Source: an optimization exercise on an open RTL-to-GDS flow (aim: a short achievable clock period and few clock cycles). Production flows keep margins and buffers that such runs may drop.
The RTL was checked by simulation tests, not by an equivalence proof against the original design.
No activity file was given, so power comes from the tool's default toggle rates.

**design/flow/design.v**
```verilog
module register_master(load,clear,clock,dataIn,dataOut);
	parameter size = 1;
	input load,clear,clock;
	input [size-1:0]dataIn;
	output reg [size-1:0]dataOut;
always@(posedge clock,negedge clear)
	if(!clear)
		dataOut <= 0;
	else 
		if(load)
			dataOut <= dataIn;
		else
			dataOut <= dataOut;
endmodule 
module mux4to1(sel,in0,in1,in2,out);
	input [1:0]sel;
	input [7:0]in0,in1,in2;
	output reg[7:0]out;
	always@(sel,in0,in1,in2)
	case(sel)
		2'b00:	out = in0;
		2'b01:	out = in1;
		2'b10:	out = in2;
	default: out = 8'b00000000;
	endcase
endmodule 
module RAM(clock,writeEn,address,ramOut,dataIn,reset,progWe,progAddr,progData,memOut);
	input clock,writeEn,reset;
	input [4:0]address;
	input [7:0]dataIn;
	output reg[7:0]ramOut;
	input progWe;
	input [4:0]progAddr;
	input [7:0]progData;
	output wire [7:0]memOut;
	reg [7:0]RAM[31:0];
	assign memOut = RAM[progAddr];
always@(posedge clock)
	if(progWe)
		RAM[progAddr] <= progData;
	else
		if(writeEn)
			RAM[address] <= dataIn;
always@(posedge clock)
	if(!writeEn)
		ramOut <= RAM[address];
endmodule 
module controlUnit(irLoad,irIn,jmpMux,pcLoad,memInst,memWr,aLoad,aSel,
			sub,clock,reset,aEq0,aPos,halt,enter,inReq);
		input [2:0]irIn;
		input aEq0,aPos,enter;
		input clock,reset;
		output reg irLoad,jmpMux,pcLoad,memInst,memWr,aLoad,sub,halt;
		output reg [1:0]aSel;
		output wire inReq;
		reg [3:0]state,next_state;
		parameter s0=4'd0, 	s1=4'd1,  s2=4'd2,  s3=4'd8,  s4=4'd9, s5=4'd10,
				  s6=4'd11, s7=4'd12, s8=4'd13, s9=4'd14, s10=4'd15;
assign inReq = (state == s7); 
always@(posedge clock, negedge reset)
	if(!reset)
		state<=s0;
	else
		state<=next_state;
always@(state or irIn or enter)
	case(state)
		s0 : next_state= s1;
		s1 : next_state= s2;
		s2 : if(irIn == 3'd0) 
				next_state= s3;
			 else if(irIn == 3'd1) 
				next_state= s4;
			 else if(irIn == 3'd2) 
				next_state= s5;
			 else if(irIn == 3'd3) 
				next_state= s6;
			 else if(irIn == 3'd4) 
				next_state= s7;
			 else if(irIn == 3'd5) 
				next_state= s8;
			 else if(irIn == 3'd6) 
				next_state= s9;
			 else if(irIn == 3'd7) 
				next_state= s10;
			 else 
				next_state= s0;
		s7 : if(enter)
				next_state= s0;
			 else
				next_state= s7;
		s3 : next_state= s0;
		s4 : next_state= s0;
		s5 : next_state= s0;
		s6 : next_state= s0;
		s8 : next_state= s0;
		s9 : next_state= s0;
		s10: next_state= s10;
		default : next_state= s0; 
	endcase
always@(state)
	case(state)
		s0 : begin 
			 irLoad=4'd0; jmpMux=4'd0; pcLoad=4'd0; memInst=4'd0; memWr=4'd0; 
			 aSel=2'b00; aLoad=4'd0; sub=4'd0; halt=4'd0;
			 end
		s1 : begin
			 irLoad=4'd1; jmpMux=4'd0; pcLoad=4'd1; memInst=4'd0; memWr=4'd0; 
			 aSel=2'b00; aLoad=4'd0; sub=4'd0; halt=4'd0;
			 end
		s2 : begin
			 irLoad=4'd0; jmpMux=4'd0; pcLoad=4'd0; memInst=4'd1; memWr=4'd0; 
			 aSel=2'b00; aLoad=4'd0; sub=4'd0; halt=4'd0;
			 end
		s3 : begin
			 irLoad=4'd0; jmpMux=4'd0; pcLoad=4'd0; memInst=4'd0; memWr=4'd0; 
			 aSel=2'b10; aLoad=4'd1; sub=4'd0; halt=4'd0;
			 end
		s4 : begin
			 irLoad=4'd0; jmpMux=4'd0; pcLoad=4'd0; memInst=4'd1; memWr=4'd1; 
			 aSel=2'b00; aLoad=4'd0; sub=4'd0; halt=4'd0;
			 end
		s5 : begin
			 irLoad=4'd0; jmpMux=4'd0; pcLoad=4'd0; memInst=4'd0; memWr=4'd0; 
			 aSel=2'b00; aLoad=4'd1; sub=4'd0; halt=4'd0;
			 end
		s6 : begin
			 irLoad=4'd0; jmpMux=4'd0; pcLoad=4'd0; memInst=4'd0; memWr=4'd0; 
			 aSel=2'b00; aLoad=4'd1; sub=4'd1; halt=4'd0;
			 end
		s7 : begin
			 irLoad=4'd0; jmpMux=4'd0; pcLoad=4'd0; memInst=4'd0; memWr=4'd0; 
			 aSel=2'b01; aLoad=4'd1; sub=4'd0; halt=4'd0;
			 end
		s8 : begin
			 irLoad=4'd0; jmpMux=4'd1; pcLoad=aEq0; memInst=4'd0; memWr=4'd0; 
			 aSel=2'b00; aLoad=4'd0; sub=4'd0; halt=4'd0;
			 end
		s9 : begin
			 irLoad=4'd0; jmpMux=4'd1; pcLoad=aPos; memInst=4'd0; memWr=4'd0; 
			 aSel=2'b00; aLoad=4'd0; sub=4'd0; halt=4'd0;
			 end
		s10: begin
			 irLoad=4'd0; jmpMux=4'd0; pcLoad=4'd0; memInst=4'd0; memWr=4'd0; 
			 aSel=2'b00; aLoad=4'd0; sub=4'd0; halt=4'd1;
			 end
	default: begin
			 irLoad=4'd0; jmpMux=4'd0; pcLoad=4'd0; memInst=4'd0; memWr=4'd0; 
			 aSel=2'b00; aLoad=4'd0; sub=4'd0; halt=4'd0;
			 end
	endcase
endmodule
module dataPath(clock,reset,irLoad,jmpMux,pcLoad,memInst,memWr,
				aSel,aLoad,sub,ir,aEq0,aPos,dataIn,dataOut,
				progWe,progAddr,memOut);
	input wire clock,reset;
	input wire irLoad,jmpMux,pcLoad,memInst,memWr,aLoad,sub;
	input wire [1:0]aSel;	
	input wire[7:0]dataIn;
	output [7:0]dataOut;
	output [2:0]ir;
	output aEq0,aPos;
	input wire progWe;
	input wire [4:0]progAddr;
	output [7:0]memOut;
	wire [7:0]ramOut;
	wire [7:0]irOut;
	wire [4:0]pcAddress; 
	wire [4:0]pcIn;
	wire  [4:0]pcIncrement;
	wire [4:0]pcOut;
	wire [7:0]aOut;
	wire [7:0]aIn;
	wire [7:0]subOut;
	wire [3:0]OR1,OR2;
	mux4to1 aRegIn (aSel,subOut,dataIn,ramOut,aIn);
	assign dataOut[7:0] = aOut[7:0];
	assign subOut[7:0]  = sub?(aOut[7:0]-ramOut[7:0]):(aOut[7:0]+ramOut[7:0]);
	assign aPos = ~aOut[7];
	assign OR1 = {3'b000,|aOut[3:0]};
	assign OR2 = {3'b000,|aOut[7:4]};
	assign aEq0 = ~(OR1[0] | OR2[0]);
	assign pcIncrement = pcOut + 5'd1;
	assign pcIn[4:0] = jmpMux?irOut[4:0]:pcIncrement[4:0];
	assign pcAddress[4:0] = memInst?irOut[4:0]:pcOut[4:0]; 
	assign ir[2:0] = irOut[7:5];
	RAM ram (clock,memWr,pcAddress,ramOut,aOut,reset,progWe,progAddr,dataIn,memOut);
	register_master #(.size(8))IR (.load(irLoad),.clear(reset),.clock(clock),.dataIn(ramOut),.dataOut(irOut));
	register_master #(.size(5))PC (.load(pcLoad),.clear(reset),.clock(clock),.dataIn(pcIn),.dataOut(pcOut));
	register_master #(.size(8))A  (.load(aLoad) ,.clear(reset),.clock(clock),.dataIn(aIn),.dataOut(aOut));
endmodule 
module processor(clock,reset,enter,dataIn,dataOut,halt,progWe,progAddr,memOut,inReq);
	input clock,reset,enter;
	input [7:0]dataIn;
	output wire [7:0]dataOut;
	output wire halt;
	input progWe;
	input [4:0]progAddr;
	output wire [7:0]memOut;
	output wire inReq;
	wire irLoad,jmpMux,pcLoad,memInst,memWr,aLoad,sub;
	wire [1:0]aSel;
	wire [2:0]IR;
	wire aEq0,aPos;
	controlUnit cu0 (irLoad,IR,jmpMux,pcLoad,memInst,memWr,aLoad,aSel,
					         sub,clock,reset,aEq0,aPos,halt,enter,inReq);
	dataPath    dp0 (clock,reset,irLoad,jmpMux,pcLoad,memInst,memWr,
					         aSel,aLoad,sub,IR,aEq0,aPos,dataIn,dataOut,
					         progWe,progAddr,memOut);
endmodule 
```
**design/flow/run.sh**
```bash
#!/bin/bash
# synth_recipe.tcl (not shown) runs the flow's synth.tcl, then flattens the netlist and writes it again
# the make line also repeats each setting of config.mk as NAME=value (left out here)
make -C /OpenROAD-flow-scripts/flow DESIGN_CONFIG=/design/flow/config.mk WORK_HOME=/design/flow/orfs CLKGATE_MAP_FILE= SYNTH_SCRIPT=/design/flow/synth_recipe.tcl finish
```
**design/flow/config.mk**
```make
export PLATFORM = sky130hd
export DESIGN_NAME = processor
export DESIGN_NICKNAME = processor
export VERILOG_FILES = /design/flow/design.v
export SDC_FILE = /design/flow/constraint.sdc
export NUM_CORES = 4
export LEC_CHECK = 0
export CAP_MARGIN = 20
export CORE_MARGIN = 2
export CORE_UTILIZATION = 40
export SLEW_MARGIN = 20
```
**design/flow/constraint.sdc**
```tcl
create_clock -name core_clock -period 6.0 [get_ports {clock}]
set_input_delay 1.2000 -clock core_clock [delete_from_list [all_inputs] [get_ports {clock}]]
set_output_delay 1.2000 -clock core_clock [all_outputs]
set_load 0.01 [all_outputs]
```
==> summary.txt <==
## kinds of logic (layout without fill, tap and decap cells)
family,after synthesis,in the layout,share of synthesized area (%)
AOI/OAI and AO/OA,149,149,7.07
xor gates and xnor gates,11,11,0.648
adders and majority gates,10,10,0.892
buffers and inverters,84,153,3.03
DFF,289,289,57.5
muxes,207,207,21.0
and+or+nand+nor,314,314,9.89
## state kept, by name, summed over array words and instances, names as in the netlist
register,cells
dp0.ram.ramOut,8
dp0.ram.RAM,256
dp0.A.dataOut,8
dp0.PC.dataOut,5
cu0.state,4
dp0.IR.dataOut,8
## metrics by stage
| stage | hold WS [ns] | setup WS (ns) | total power, mW | area (um2) |
|---|---|---|---|---|
| CTS | 0.507 | 0.882 | 8.95 | 16800 |
| finish | 0.503 | 0.922 | 8.96 | 16900 |
| global placement | 0.492 | 0.905 | 6.97 | 15800 |
| floorplan | 0.473 | 1.63 | 5.86 | 14900 |
| detailed placement | 0.493 | 0.889 | 7.01 | 15800 |
| global route | 0.517 | 0.792 | 9.40 | 16900 |
## final timing paths
check / start / to / slack [ns]
min in group asynchronous: reset / dp0.PC.dataOut[1]$_DFFE_PN0P_ / 1.00
min reg2reg: dp0.IR.dataOut[5]$_DFFE_PN0P_ / dp0.IR.dataOut[5]$_DFFE_PN0P_ / 0.50
min: dp0.IR.dataOut[5]$_DFFE_PN0P_ / dp0.IR.dataOut[5]$_DFFE_PN0P_ / 0.50
max: progAddr[0] / memOut[1] / 0.92
max in group asynchronous: reset / dp0.A.dataOut[0]$_DFFE_PN0P_ / 4.75
max reg2reg: cu0.state[0]$_DFF_PN0_ / dp0.ram.RAM[17][3]$_DFFE_PP_ / 2.07
## worst max-delay path, delay by kind of cell
family                 cells  cell delay (ns)
multiplexers               3             1.35
buffers and inverters      3             1.29
## layer usage
layer / share of wire [%] / global-route usage, % / vias to the layer above
met1: 41 / 30.1 / 4986
met3: 8.2 / 3.58 / 93
met5: 0.031 / 0 / -
li1: - / - / 4262
met4: 3.7 / 7.60 / 2
met2: 47 / 35.3 / 448
## cells in the final DEF (no fill, tap or decap), types with 9 or more instances in the layout
cell,n
xnor2_1,9
and3_1,12
nor2_1,61
inv_1,12
nand4_1,18
clkbuf_16,31
a21oi_1,19
o21ai_0,41
edfxtp_1,264
mux4_2,80
mux2i_1,91
clkdlybuf4s50_1,32
ha_1,9
a31oi_1,14
buf_4,49
dfrtp_1,25
mux2_2,36
nand2_1,145
o21ai_1,10
nand3_1,28
## area by class of cell
| cell class | count | area, um2 | share of cell area [%] |
|---|---|---|---|
| sequential | 289 | 8550 | 50.7 |
| multi-input combinational | 691 | 5910 | 35.0 |
| clock buffer | 34 | 787 | 4.66 |
| timing repair buffer | 85 | 758 | 4.49 |
| tap | 468 | 586 | 3.47 |
| clock inverter | 21 | 239 | 1.42 |
| inverter | 13 | 48.8 | 0.289 |
## power by group
| part | internal [mW] | switching, mW |
|---|---|---|
| Sequential | 2.45 | 0.221 |
| Combinational | 1.65 | 2.70 |
| Clock | 1.15 | 0.788 |
| Total | 5.25 | 3.71 |
==> flow_summary_export.csv <==
group,metric,value,unit
timing,finalSetupViolCount,0,
global_routing,antenna_found_initial,1,
timing,final_max_slew_viol_count,0,
routing,drt-wirelength-per-cell,26.4,um
timing,relSlewSlack,23.8,%
global_routing,grt_pass1_vias,9443,
routing,ant_nets,0,
global_routing,gr-total-overflow,0,
synth,ys_seq_area_share,57.5,%
timing,period_minus_slack,5.08,ns
timing,clock_skew,0.0194,ns
synth,synth_common_cells,"edfxtp_1 (264), nand2_1 (145), mux2i_1 (91)",
clocking,cts.sinks,289,
setup_path,required,4.80,ns
synth,synth_seq_cells,289,
floorplan,core,36600,um2
final_layout,nets,1138,
clocking,path_clk_slew,0.06,ns
final_layout,antennaDiodeCount,0,
min_path,hold_depth,1,
synth,synthArstFlopShare,8.65,%
timing,hold_viol_final,0,
timing,period_share,84.6,%
global_routing,grt_usage,21.8,%
clocking,ctsResizeCount,0,
flow_run,maxCapViolCount,0,
placement,port-buffer-count,34,
clocking,cts_root_buf,"clkbuf_16",
synth,ys_warn_count,5,
outcome,status,"no timing/DRC/antenna violations",
timing,worst_slew_pin_slew,1.14,ns
synth,synth.avg_cell_area,14.0,um2
routing,via_per_inst,6.12,
power_and_ir_drop,ir_drop,0.462,mV
floorplan,start_util,40.6,%
timing,fin_setup_tns,0,ns
final_layout,fin_cells,1601,
setup_path,endpoint_kind,"primary output",
placement,hpwlAfterDp,27.8,mm
power_and_ir_drop,power.density,531,nW/um2
clocking,cts_buffer_depth,3,
setup_path,crit_arrival,3.88,ns
synth,synth_area_leaders,"edfxtp_1 (53%), mux4_2 (12%), mux2i_1 (6.1%), dfrtp_1 (4.2%), nand2_1 (3.7%)",
synth,syn_nets,1091,
power_and_ir_drop,p_leak,5.88,nW
final_layout,drive_above_1_share,21.9,%
routing,drt-initial-drc-count,863,
timing,grt_setup_unrepaired,"no",
routing,drt_pass1_iterations,5,
synth,yosysUniqueCellTypes,66,
floorplan,die_h,197,um
floorplan,row_count,70,
synth,synth_edf_count,264,
setup_path,crit_path_start_kind,"primary input",
synth,synth.most_common_cell,"edfxtp_1",
clocking,clk_latency,0.58,ns
setup_path,critPathKind,"primary input to primary output",
clocking,cts-hold-fix-buffers,0,
placement,dp.cells,1544,
min_path,hp-class,"register to register",
routing,routed_wl,42.3,mm
clocking,numCtsBuffers,31,
routing,remaining_drc_errors,0,
synth,synth_ff_type,"edfxtp_1",
floorplan,die_w,197,um
floorplan,io_pins,35,
placement,place_congestion,0.832,
final_layout,syn2layout_area_growth,13.5,%
setup_path,rr_worst_depth,5,
clocking,postCtsSetupBuffers,0,
routing,vias,9791,
clocking,htree_levels,1,
setup_path,critical-path-max-stage-delay,0.52,ns
global_routing,grt_max_degree,67,
timing,max_freq,197,MHz
final_layout,num-fill-cells,3260,
clocking,cts_tree,"built",
setup_path,crit_path_cell_trace,"buf_4 > buf_4 > mux4_2 > mux4_2 > mux2_2 > clkdlybuf4s50_1",
synth,netlist.area_leader.share,53.3,%
setup_path,crit_slowest_cell,"mux4_2",
final_layout,final_core_util,46.1,%
setup_path,critPathMaxFanout,29,
synth,syn-cell-area,14900,um2
global_routing,grt_pass1_wl,62.2,mm
floorplan,die_area,38700,um2
synth,synthCells,1064,
synth,synth_top_area_cell,"edfxtp_1",
Testbench counts, summed over its fixed seeds: cycles 89,352.

## re-timing with driven ports
Ports are ideal in the flow. The routed layout listed here was re-timed in OpenROAD.
Step 1 sets driving cells, clkbuf_16 on the clock port and buf_2 on the other inputs (assumed; they add their load-dependent delay and slew).
Step 2 adds t to the input delays and takes it off the output delays; t is the mean of the earliest and latest rising clock arrival at the registers after step 1. Input paths then give back, and output paths get back, about the clock's delay inside the block.
a / b / c = ideal ports / drivers / drivers and shift; a / b = the first two.
t (ns): 0.621
slack for setup (ns): 0.922 / 0.898 / 0.898
hold WS [ns]: 0.503 / 0.503 / 0.503
slew at the worst register clock pin (ns): 0.07 / 0.07
cell pins on the clock port's net: 1
After both steps this run still meets setup and hold. For this run, drivers alone change the setup slack by -0.024 ns; drivers and shift together by -0.024 ns.
